This design comes from an exercise in tuning for small area on the open sky130 flow, not from production work.
The RTL was checked by simulation tests, not by an equivalence proof against the original design.
No driver is modelled on the clock port, so clocking that relies on it looks cheaper here than on a real chip.
Power is estimated from default activity; no workload was simulated.

==> build 9: inputs <==
// systolic_array
module systolic_array # (parameter N = 8) (clk, reset, inA, inB, out);
clock: 6.0 ns
lec_check: 0
cap_margin: 20
core_margin: 2
core_utilization: 50
slew_margin: 20
synth_hierarchical: 1
synth_minimum_keep_size: 0
run.sh (not shown) runs the stock make flow with config.mk's settings and CLKGATE_MAP_FILE= SYNTH_SCRIPT=/design/flow/synth_recipe.tcl, a recipe that flattens the netlist after the stock synthesis.
==> inputs of trial 43, as changes to build 9 <==
--- a/flow/design.v
+++ b/flow/design.v
@@ -1,22 +1,221 @@
-module Processing_Element (clk, reset, enn, inA, inB, outA, outB, out);
+module Processing_Element (clk, g, gn, inA, inB, outA, outB, out);
 input [7:0] inA, inB;
-input clk, reset, enn;
+input clk, g, gn;
 output reg [7:0] outA, outB;
 output reg [15:0] out;
 always @(posedge clk) begin
   outA <= inA;
   outB <= inB;
 end
-wire [7:0] xgn;                           
 wire [63:0] p;                            
 genvar i, j;
 generate for (i = 0; i < 8; i = i + 1) begin : g_i
-  OR2 u_g (inA[i], enn, xgn[i]);
   for (j = 0; j < 8; j = j + 1) begin : g_j
-    NOR2 u_p (xgn[i], inB[j], p[8*i+j]);
+    NOR2 u_p (inA[i], inB[j], p[8*i+j]);
+  end
+end endgenerate
+  wire n1, n2;
+  HA u_n1 (out[5], p[5], n1, n2);
+  wire n3, n4;
+  FA u_n3 (out[6], p[6], p[13], n3, n4);
+  wire n5, n6;
+  HA u_n5 (p[20], p[27], n5, n6);
+  wire n7, n8;
+  FA u_n7 (out[7], p[7], p[14], n7, n8);
+  wire n9, n10;
+  FA u_n9 (p[21], p[28], p[35], n9, n10);
+  wire n11, n12;
+  HA u_n11 (p[42], p[49], n11, n12);
+  wire n13, n14;
+  FA u_n13 (out[8], p[15], p[22], n13, n14);
+  wire n15, n16;
+  FA u_n15 (p[29], p[36], p[43], n15, n16);
+  wire n17, n18;
+  HA u_n17 (p[50], p[57], n17, n18);
+  wire n19, n20;
+  FA u_n19 (out[9], p[23], p[30], n19, n20);
+  wire n21, n22;
+  FA u_n21 (p[37], p[44], p[51], n21, n22);
+  wire n23, n24;
+  FA u_n23 (out[10], p[31], p[38], n23, n24);
+  wire n25, n26;
+  HA u_n25 (out[3], p[3], n25, n26);
+  wire n27, n28;
+  FA u_n27 (out[4], p[4], p[11], n27, n28);
+  wire n29, n30;
+  HA u_n29 (p[18], p[25], n29, n30);
+  wire n31, n32;
+  FA u_n31 (p[12], p[19], p[26], n31, n32);
+  wire n33, n34;
+  FA u_n33 (p[33], p[40], n1, n33, n34);
+  wire n35, n36;
+  FA u_n35 (p[34], p[41], p[48], n35, n36);
+  wire n37, n38;
+  FA u_n37 (n2, n5, n3, n37, n38);
+  wire n39, n40;
+  FA u_n39 (p[56], n6, n11, n39, n40);
+  wire n41, n42;
+  FA u_n41 (n4, n7, n9, n41, n42);
+  wire n43, n44;
+  FA u_n43 (n12, n17, n8, n43, n44);
+  wire n45, n46;
+  FA u_n45 (n10, n13, n15, n45, n46);
+  wire n47, n48;
+  FA u_n47 (p[58], n18, n14, n47, n48);
+  wire n49, n50;
+  FA u_n49 (n16, n19, n21, n49, n50);
+  wire n51, n52;
+  FA u_n51 (p[45], p[52], p[59], n51, n52);
+  wire n53, n54;
+  FA u_n53 (n20, n22, n23, n53, n54);
+  wire n55, n56;
+  FA u_n55 (out[11], p[39], p[46], n55, n56);
+  wire n57, n58;
+  FA u_n57 (p[53], p[60], n24, n57, n58);
+  wire n59, n60;
+  FA u_n59 (out[12], p[47], p[54], n59, n60);
+  wire n61, n62;
+  HA u_n61 (out[2], p[2], n61, n62);
+  wire n63, n64;
+  FA u_n63 (p[10], p[17], p[24], n63, n64);
+  wire n65, n66;
+  FA u_n65 (p[32], n26, n29, n65, n66);
+  wire n67, n68;
+  FA u_n67 (n30, n28, n31, n67, n68);
+  wire n69, n70;
+  FA u_n69 (n32, n35, n34, n69, n70);
+  wire n71, n72;
+  FA u_n71 (n36, n39, n38, n71, n72);
+  wire n73, n74;
+  FA u_n73 (n40, n43, n42, n73, n74);
+  wire n75, n76;
+  FA u_n75 (n44, n47, n46, n75, n76);
+  wire n77, n78;
+  FA u_n77 (n51, n48, n50, n77, n78);
+  wire n79, n80;
+  FA u_n79 (n52, n55, n54, n79, n80);
+  wire n81, n82;
+  FA u_n81 (p[61], n56, n59, n81, n82);
+  wire n83, n84;
+  FA u_n83 (out[13], p[55], p[62], n83, n84);
+  wire n85, n86;
+  HA u_n85 (out[1], p[1], n85, n86);
+  wire n87, n88;
+  FA u_n87 (p[9], p[16], n61, n87, n88);
+  wire n89, n90;
+  FA u_n89 (n62, n25, n63, n89, n90);
+  wire n91, n92;
+  FA u_n91 (n64, n27, n65, n91, n92);
+  wire n93, n94;
+  FA u_n93 (n66, n33, n67, n93, n94);
+  wire n95, n96;
+  FA u_n95 (n68, n37, n69, n95, n96);
+  wire n97, n98;
+  FA u_n97 (n41, n70, n71, n97, n98);
+  wire n99, n100;
+  FA u_n99 (n45, n72, n73, n99, n100);
+  wire n101, n102;
+  FA u_n101 (n49, n74, n75, n101, n102);
+  wire n103, n104;
+  FA u_n103 (n53, n76, n77, n103, n104);
+  wire n105, n106;
+  FA u_n105 (n57, n78, n79, n105, n106);
+  wire n107, n108;
+  FA u_n107 (n58, n81, n80, n107, n108);
+  wire n109, n110;
+  FA u_n109 (n60, n83, n82, n109, n110);
+  wire n111, n112;
+  FA u_n111 (out[14], p[63], n84, n111, n112);
+  wire n113, n114;
+  HA u_n113 (out[0], p[0], n113, n114);
+  wire n115, n116;
+  FA u_n115 (p[8], n114, n85, n115, n116);
+  wire n117, n118;
+  FA u_n117 (n86, n116, n87, n117, n118);
+  wire n119, n120;
+  FA u_n119 (n88, n89, n118, n119, n120);
+  wire n121, n122;
+  FA u_n121 (n90, n91, n120, n121, n122);
+  wire n123, n124;
+  FA u_n123 (n92, n93, n122, n123, n124);
+  wire n125, n126;
+  FA u_n125 (n94, n95, n124, n125, n126);
+  wire n127, n128;
+  FA u_n127 (n96, n97, n126, n127, n128);
+  wire n129, n130;
+  FA u_n129 (n98, n99, n128, n129, n130);
+  wire n131, n132;
+  FA u_n131 (n100, n101, n130, n131, n132);
+  wire n133, n134;
+  FA u_n133 (n102, n103, n132, n133, n134);
+  wire n135, n136;
+  HA u_n135 (n104, n105, n135, n136);
+  wire n137;
+  XNOR2 u_n137 (n135, n134, n137);
+  wire n138;
+  AOI21 u_n138 (n135, n134, n136, n138);
+  wire n139;
+  XNOR2 u_n139 (n106, n107, n139);
+  wire n140;
+  NAND2 u_n140 (n106, n107, n140);
+  wire n141;
+  XNOR2 u_n141 (n139, n138, n141);
+  wire n142;
+  OAI21 u_n142 (n139, n138, n140, n142);
+  wire n143, n144;
+  HA u_n143 (n108, n109, n143, n144);
+  wire n145;
+  XNOR2 u_n145 (n143, n142, n145);
+  wire n146;
+  AOI21 u_n146 (n143, n142, n144, n146);
+  wire n147;
+  XNOR2 u_n147 (n110, n111, n147);
+  wire n148;
+  NAND2 u_n148 (n110, n111, n148);
+  wire n149;
+  XNOR2 u_n149 (n147, n146, n149);
+  wire n150;
+  OAI21 u_n150 (n147, n146, n148, n150);
+  wire n151;
+  XOR2 u_n151 (out[15], n112, n151);
+  wire n152;
+  XNOR2 u_n152 (n151, n150, n152);
+wire [15:0] d;
+  AND2 u_d0 (n113, g, d[0]);
+  AND2 u_d1 (n115, g, d[1]);
+  AND2 u_d2 (n117, g, d[2]);
+  AND2 u_d3 (n119, g, d[3]);
+  AND2 u_d4 (n121, g, d[4]);
+  AND2 u_d5 (n123, g, d[5]);
+  AND2 u_d6 (n125, g, d[6]);
+  AND2 u_d7 (n127, g, d[7]);
+  AND2 u_d8 (n129, g, d[8]);
+  AND2 u_d9 (n131, g, d[9]);
+  AND2 u_d10 (n133, g, d[10]);
+  NOR2 u_d11 (n137, gn, d[11]);
+  NOR2 u_d12 (n141, gn, d[12]);
+  NOR2 u_d13 (n145, gn, d[13]);
+  NOR2 u_d14 (n149, gn, d[14]);
+  NOR2 u_d15 (n152, gn, d[15]);
+always @(posedge clk) out <= d;
+endmodule
+module Processing_Element_Edge (clk, g, gn, inA, inB, outA, outB, out);
+input [7:0] inA, inB;
+input clk, g, gn;
+output reg [7:0] outA, outB;
+output reg [15:0] out;
+always @(posedge clk) begin
+  outA <= inA;
+  outB <= inB;
+end
+wire [63:0] p;                            
+genvar i, j;
+generate for (i = 0; i < 8; i = i + 1) begin : g_i
+  for (j = 0; j < 8; j = j + 1) begin : g_j
+    NOR2 u_p (inA[i], inB[j], p[8*i+j]);
   end
 end endgenerate
   wire n1, n2;
   HA u_n1 (out[5], p[5], n1, n2);
   wire n3, n4;
   FA u_n3 (out[6], p[6], p[13], n3, n4);
@@ -200,28 +399,28 @@
   OAI21 u_n158 (n155, n154, n156, n158);
   wire n159;
   XOR2 u_n159 (out[15], n112, n159);
   wire n160;
   XNOR2 u_n160 (n159, n158, n160);
 wire [15:0] d;
-  RSTG u_d0 (reset, n113, d[0]);
-  RSTG u_d1 (reset, n115, d[1]);
-  RSTG u_d2 (reset, n117, d[2]);
-  RSTG u_d3 (reset, n119, d[3]);
-  RSTG u_d4 (reset, n121, d[4]);
-  RSTG u_d5 (reset, n123, d[5]);
-  RSTG u_d6 (reset, n125, d[6]);
-  NOR2 u_d7 (n129, reset, d[7]);
-  NOR2 u_d8 (n133, reset, d[8]);
-  NOR2 u_d9 (n137, reset, d[9]);
-  NOR2 u_d10 (n141, reset, d[10]);
-  NOR2 u_d11 (n145, reset, d[11]);
-  NOR2 u_d12 (n149, reset, d[12]);
-  NOR2 u_d13 (n153, reset, d[13]);
-  NOR2 u_d14 (n157, reset, d[14]);
-  NOR2 u_d15 (n160, reset, d[15]);
+  AND2 u_d0 (n113, g, d[0]);
+  AND2 u_d1 (n115, g, d[1]);
+  AND2 u_d2 (n117, g, d[2]);
+  AND2 u_d3 (n119, g, d[3]);
+  AND2 u_d4 (n121, g, d[4]);
+  AND2 u_d5 (n123, g, d[5]);
+  AND2 u_d6 (n125, g, d[6]);
+  NOR2 u_d7 (n129, gn, d[7]);
+  NOR2 u_d8 (n133, gn, d[8]);
+  NOR2 u_d9 (n137, gn, d[9]);
+  NOR2 u_d10 (n141, gn, d[10]);
+  NOR2 u_d11 (n145, gn, d[11]);
+  NOR2 u_d12 (n149, gn, d[12]);
+  NOR2 u_d13 (n153, gn, d[13]);
+  NOR2 u_d14 (n157, gn, d[14]);
+  NOR2 u_d15 (n160, gn, d[15]);
 always @(posedge clk) out <= d;
 endmodule
 module FA (a, b, c, s, co);
 input a, b, c;
 output s, co;
 assign s = a ^ b ^ c;
@@ -235,17 +434,12 @@
 endmodule
 module NOR2 (a, b, y);
 input a, b;
 output y;
 assign y = ~(a | b);
 endmodule
-module OR2 (a, b, y);
-input a, b;
-output y;
-assign y = a | b;
-endmodule
 module NAND2 (a, b, y);
 input a, b;
 output y;
 assign y = ~(a & b);
 endmodule
 module XOR2 (a, b, y);
@@ -255,16 +449,16 @@
 endmodule
 module XNOR2 (a, b, y);
 input a, b;
 output y;
 assign y = ~(a ^ b);
 endmodule
-module RSTG (r, a, y);
-input r, a;
+module AND2 (a, b, y);
+input a, b;
 output y;
-assign y = ~r & a;
+assign y = a & b;
 endmodule
 module AOI21 (a1, a2, b1, y);
 input a1, a2, b1;
 output y;
 assign y = ~((a1 & a2) | b1);
 endmodule
@@ -283,19 +477,27 @@
 assign stageB[0] = ~inB;
 reg [N-1:1] v;
 always @(posedge clk) begin
   if (reset) v <= 0;
   else v <= {v[N-2:1], 1'b1};
 end
-wire [N-1:0] validn = ~{v, 1'b1};
+wire [N-1:0] g = {v, 1'b1} & {N{~reset}};
+wire [N-1:0] gn = ~g;
 genvar i, j;
 generate
   for (i = 0; i < N; i = i + 1) begin : row
     for (j = 0; j < N; j = j + 1) begin : col
-      Processing_Element PE1 (clk, reset, validn[(i > j) ? i : j],
-        stageA[j][i*8+7:i*8], stageB[i][j*8+7:j*8],
-        stageA[j+1][i*8+7:i*8], stageB[i+1][j*8+7:j*8],
-        out[16*(N*i+j)+15 : 16*(N*i+j)]);
+      if (i == 0 || j == 0) begin : e
+        Processing_Element_Edge PE1 (clk, g[(i > j) ? i : j], gn[(i > j) ? i : j],
+          stageA[j][i*8+7:i*8], stageB[i][j*8+7:j*8],
+          stageA[j+1][i*8+7:i*8], stageB[i+1][j*8+7:j*8],
+          out[16*(N*i+j)+15 : 16*(N*i+j)]);
+      end else begin : n
+        Processing_Element PE1 (clk, g[(i > j) ? i : j], gn[(i > j) ? i : j],
+          stageA[j][i*8+7:i*8], stageB[i][j*8+7:j*8],
+          stageA[j+1][i*8+7:i*8], stageB[i+1][j*8+7:j*8],
+          out[16*(N*i+j)+15 : 16*(N*i+j)]);
+      end
     end
   end
 endgenerate
 endmodule
==> flow/flow/run.sh (new file) <==
#!/bin/bash
set -euo pipefail
bash standard.sh \
  "BUFFER_PORTS_ARGS=-buffer_cell sky130_fd_sc_hd__buf_1" \
  "CTS_ARGS=-sink_clustering_enable -repair_clock_nets -dont_use_dummy_load -sink_clustering_size 24 -sink_clustering_max_diameter 60" \
  "POST_CTS_TCL=$PWD/flow/post_cts.tcl" \
  finish > make_finish.log 2>&1
==> flow/flow/post_cts.tcl (new file) <==
# Downsize gates on paths with slack to spare, then repair slew and
# capacitance and legalize again.
estimate_parasitics -placement
repair_timing -recover_power 100 -slack_margin 0.2 -verbose
repair_design -cap_margin 20 -slew_margin 20 -verbose
detailed_placement
check_placement -verbose
==> flow/standard.sh (new file) <==
#!/bin/bash
# synth_recipe.tcl (not shown) runs the flow's synth.tcl, then flattens the netlist and writes it again
# the make line also repeats each setting of config.mk as NAME=value (left out here)
make -C /OpenROAD-flow-scripts/flow DESIGN_CONFIG=/design/flow/config.mk WORK_HOME=/design/flow/orfs CLKGATE_MAP_FILE= SYNTH_SCRIPT=/design/flow/synth_recipe.tcl "${@:-finish}"
Settings changed: CORE_UTILIZATION 50 to 60.
removed: flow/run.sh
==> inputs of trial 46, as changes to build 9 <==
==> flow/flow/run.sh (new file) <==
#!/bin/bash
set -euo pipefail
bash standard.sh \
  "BUFFER_PORTS_ARGS=-buffer_cell sky130_fd_sc_hd__buf_1" \
  RECOVER_POWER=100 \
  "CTS_ARGS=-sink_clustering_enable -repair_clock_nets -dont_use_dummy_load" \
  finish > make_finish.log 2>&1
==> flow/standard.sh (new file) <==
#!/bin/bash
# synth_recipe.tcl (not shown) runs the flow's synth.tcl, then flattens the netlist and writes it again
# the make line also repeats each setting of config.mk as NAME=value (left out here)
make -C /OpenROAD-flow-scripts/flow DESIGN_CONFIG=/design/flow/config.mk WORK_HOME=/design/flow/orfs CLKGATE_MAP_FILE= SYNTH_SCRIPT=/design/flow/synth_recipe.tcl "${@:-finish}"
removed: flow/run.sh
==> qor summary <==
| quantity | trial 46 | build 9 | trial 43 |
|---|---|---|---|
| Outcome | failed layout checks | complete, no violations | complete, no violations |
| Violated checks | max-capacitance violations, max-slew violations | - | - |
| Number of maximum-capacitance constraint violations | 9 | 0 | 0 |
| Count of vias placed by the detailed router | 103000 | 105000 | 101000 |
| 1st-pass router iterations | 6 | 5 | 9 |
| Number of stages on the worst setup path | 21 | 21 | 18 |
| Cell Pwr Density | 200 nW/um^2 | 212 nW/um^2 | 297 nW/um^2 |
| Total power | 34.8 mW | 39.4 mW | 50.0 mW |
| Capture point of the worst reg-to-reg path | row[3].col[1].PE1.out[15] | row[0].col[1].PE1.out[15] | row[2].col[3].n.PE1.out[14] |
| Worst IR drop on VDD | 0.000308 V | 0.000248 V | 0.000332 V |
| Power share of the clock group | 34.6% | 39.1% | 20.1% |
| Global router's overall resource usage | 28.6% | 29.8% | 36.4% |
| Number of antenna diodes | 15 | 4 | 9 |
| Final Net Count | 19700 | 19900 | 19300 |
| Final Skew | 0.126 ns | 0.0420 ns | 0.100 ns |
| Met2 usage in global routing | 44.2% | 46.9% | 57.4% |
| DR WL met3 | 36300 um | 38100 um | 43300 um |
| Tmin final | 5.73 ns | 5.75 ns | 5.84 ns |
| Register cell area after layout | 38600 um^2 | 38600 um^2 | 38800 um^2 |
| Worst stage delay on the critical path | 0.47 ns | 0.46 ns | 0.45 ns |
| Arrival time worst endpoint | 6.54 ns | 6.53 ns | 6.53 ns |

-- afterwards: timing with drivers on the ports --
Ports are ideal in the flow. The routed layouts listed here were re-timed in OpenROAD. Step 1: set_driving_cell puts a clkbuf_16 on clk and a buf_2 on each other input, an assumption about the parent block. Step 2, shift: input delay + t, output delay - t, t = (earliest + latest rising clock arrival at the registers) / 2. This alone moves slack from input paths to output paths. Slacks: ideal ports / drivers / drivers and shift; pairs: ideal ports / drivers.
| run | shift t [ns] | setup WS [ns] | worst setup path at the end | latest minus earliest clock arrival (ns) | pins driven straight from the clock port |
|---|---|---|---|---|---|
| build 9 | 1.027 | 0.246 / 0.246 / -0.603 | input to register | 0.054 / 0.055 | 1 |
| trial 43 | 0.947 | 0.157 / 0.157 / -0.459 | input to register | 0.108 / 0.107 | 1 |
| trial 46 | 1.045 | 0.267 / 0.267 / -0.462 | input to register | 0.128 / 0.128 | 1 |
The setup slack of build 9, which loses most, moves by 0.000 ns with the drivers and by -0.849 ns with both steps.
